This design comes from an exercise in tuning for small area and a short achievable clock period on the open sky130 flow, not from production work.
Function was checked by simulation only, so behaviour that the tests miss may differ from the original.
Power is estimated from default activity; no workload was simulated.

==> inputs of trial 60 <==
Design fir_3tap, start of the top module:
module fir_3tap (input clk,
                 input [7:0] Xin,
                 input [7:0] H0,
                 input [7:0] H1,
                 input [7:0] H2,
                 output reg [15:0] Yout);
export LEC_CHECK = 0
export CAP_MARGIN = 20
export CORE_MARGIN = 2
export CORE_UTILIZATION = 65
export CTS_BUF_LIST = sky130_fd_sc_hd__clkbuf_8
export SLEW_MARGIN = 20
export SYNTH_HIERARCHICAL = 1
export SYNTH_MINIMUM_KEEP_SIZE = 0
export TNS_END_PERCENT = 0
create_clock -name core_clock -period 12.5 [get_ports {clk}]
standard.sh (not shown) runs the stock make flow with config.mk's settings and CLKGATE_MAP_FILE= SYNTH_SCRIPT=/design/flow/synth_recipe.tcl, a recipe that flattens the netlist after the stock synthesis.
==> flow/flow/run.sh <==
#!/bin/bash
# The standard layout (standard.sh), with two changes to how it is made:
# - ports are buffered with buf_1 instead of the default delay buffer;
# - repair_timing aims for 6.8 ns of setup slack instead of 0.
set -euo pipefail
export SETUP_SLACK_MARGIN=6.8
export BUFFER_PORTS_ARGS="-buffer_cell sky130_fd_sc_hd__buf_1"
bash standard.sh > standard.log 2>&1
==> build 5 (differences from trial 60) <==
==> flow/flow/run.sh (replaced) <==
#!/bin/bash
# The standard layout (standard.sh), with two changes to how it is made:
# - ports are buffered with buf_1 instead of the default delay buffer;
# - repair_timing aims for 6.6 ns of setup slack instead of 0.
set -euo pipefail
export SETUP_SLACK_MARGIN=6.6
export BUFFER_PORTS_ARGS="-buffer_cell sky130_fd_sc_hd__buf_1"
bash standard.sh > standard.log 2>&1
--- a/flow/config.mk
+++ b/flow/config.mk
@@ -13,3 +13,2 @@
 export SYNTH_HIERARCHICAL = 1
 export SYNTH_MINIMUM_KEEP_SIZE = 0
-export TNS_END_PERCENT = 0
==> comparison table <==
| quantity | trial 60 | build 5 |
|---|---|---|
| Grt met3 use | 3.38% | 2.26% |
| Power per cell area | 291 nW/µm² | 275 nW/µm² |
| Library cell appearing most often on the critical path | sky130_fd_sc_hd__fa_1 | sky130_fd_sc_hd__a21oi_2 |
| Share of final layout cell area taken by clock buffers and inverters | 1.55% | 1.15% |
| Worst-skew pair later-pin latency | 0.32 ns | 0.31 ns |
| Total Routed Length | 12,500 µm | 12,300 µm |
| Final core utilization | 71.5% | 69.6% |
| Start of the worst register-to-register path | Q1n[7] | Q2n[2] |
| Global-route total usage across every layer | 25.2% | 25.4% |
| CP arrival | 5.82 ns | 6.00 ns |
| Power share of the combinational group | 80.1% | 79.8% |
| TritonRoute pass-1 iters | 5 | 6 |
| Power in sequential cells | 287 µW | 288 µW |
| Net switching fraction of the power | 47.3% | 47.1% |
| WHS | 0.458 ns | 0.455 ns |
| Finished layout cell area | 6950 µm² | 6770 µm² |
| M1 WL | 5190 µm | 5210 µm |
| Worst reg2reg path depth | 10 | 12 |
| Slew @ Worst Pin | 0.455 ns | 0.493 ns |
| Total of plain and repair buffers excluding clock buffers | 60 | 56 |
| Outcome | no timing/DRC/antenna violations | no timing/DRC/antenna violations |
| Fraction of area in multi-input gates | 76.5% | 77.5% |
| Final min period | 5.60 ns | 5.76 ns |
| Post-route non-filler standard cell count | 848 | 843 |
| Smallest setup slack after layout | 6.90 ns | 6.74 ns |


==> run a <==
Starting RTL as in the previous note.
clock: 12.5 ns
lec_check: 0
cap_margin: 20
core_margin: 2
core_utilization: 65
cts_buf_list: sky130_fd_sc_hd__clkbuf_8
slew_margin: 20
synth_hierarchical: 1
synth_minimum_keep_size: 0
tns_end_percent: 20
==> flow/flow/run.sh <==
#!/bin/bash
# The standard layout (standard.sh), with two changes to how it is made:
# - ports are buffered with buf_1 instead of the default delay buffer;
# - repair_timing aims for 6.8 ns of setup slack instead of 0.
set -euo pipefail
export SETUP_SLACK_MARGIN=6.8
export BUFFER_PORTS_ARGS="-buffer_cell sky130_fd_sc_hd__buf_1"
bash standard.sh > standard.log 2>&1
==> inputs of run b, as changes to run a <==
TNS_END_PERCENT = not set   (was 20)
==> inputs of run c, as changes to run a <==
==> flow/flow/run.sh (replaced) <==
#!/bin/bash
# The standard layout (standard.sh), with two changes to how it is made:
# - ports are buffered with buf_1 instead of the default delay buffer;
# - repair_timing aims for 7.0 ns of setup slack instead of 0.
set -euo pipefail
export SETUP_SLACK_MARGIN=7.0
export BUFFER_PORTS_ARGS="-buffer_cell sky130_fd_sc_hd__buf_1"
bash standard.sh > standard.log 2>&1
TNS_END_PERCENT = not set   (was 20)
==> results.json <==
{
  "outcome": "no timing/DRC/antenna violations",
  "fin_skew_ps": 11.2,
  "post-cts-setup-buffer-count": 2,
  "wirelength_mm": 12.7,
  "p_sw_mw": 0.951,
  "rrSetupSlack_ps": 9260,
  "layout.nets": 891,
  "power.share.combinational_pct": 79.8,
  "r2r-end": "Yout[13]",
  "stdcell_count": 853
}
-- figures above: run b

==> results.json <==
{
  "power.share.combinational_pct": 80.2,
  "wirelength_mm": 12.6,
  "path_clk_slew_ps": 100,
  "rrSetupSlack_ps": 9240,
  "layout.nets": 886,
  "p_sw_mw": 0.961,
  "r2r-end": "Q2n[13]",
  "outcome": "no timing/DRC/antenna violations",
  "post-cts-setup-buffer-count": 2,
  "fin_skew_ps": 10.5,
  "stdcell_count": 848
}
-- figures above: run a

==> results.json <==
{
  "cts_resized": 49,
  "die_h_um": 104,
  "clockRootBuffer": "clkbuf_8",
  "r2r-end": "Yout[14]",
  "synthTopCellsByCount": "nand2_1, fa_1, xor2_1, dfxtp_1, xnor2_1",
  "wirelength_mm": 15.4,
  "stdcell_count": 881,
  "synth_xor_area_share_pct": 12.9,
  "fin_skew_ps": 9.41,
  "rrSetupSlack_ps": 9260,
  "layout.nets": 919,
  "post-cts-setup-buffer-count": 3,
  "cts_made_buffers": 5,
  "ys_seq_area_share_pct": 14.8,
  "outcome": "no timing/DRC/antenna violations",
  "dpl_cell_area_sq_um": 6670
}
-- figures above: run c

[port drivers added, routing unchanged]
Ports are ideal in the flow. The routed layouts listed here were re-timed in OpenROAD.
Step 1 assumes that a clkbuf_16 drives the clock port and a buf_2 every other input.
Step 2 adds t to the input delays and takes it off the output delays; t is the mean of the earliest and latest rising clock arrival at the registers after step 1. Input paths then give back, and output paths get back, about the clock's delay inside the block.
Slacks: no drivers / after step 1 / after step 2; pairs: no drivers / after step 1.
run	t (ns)	setup slack, ns	pins driven straight from the clock port
trial 60	0.342	6.896 / 6.906 / 6.564	1
build 5	0.337	6.742 / 6.753 / 6.417	1
run a	0.342	6.906 / 6.916 / 6.574	1
run b	0.344	6.908 / 6.919 / 6.576	1
run c	0.339	7.078 / 7.054 / 6.715	1
After both steps every run listed still meets setup and hold. The setup slack of run c, which loses most, moves by -0.024 ns with the drivers and by -0.363 ns with both steps.
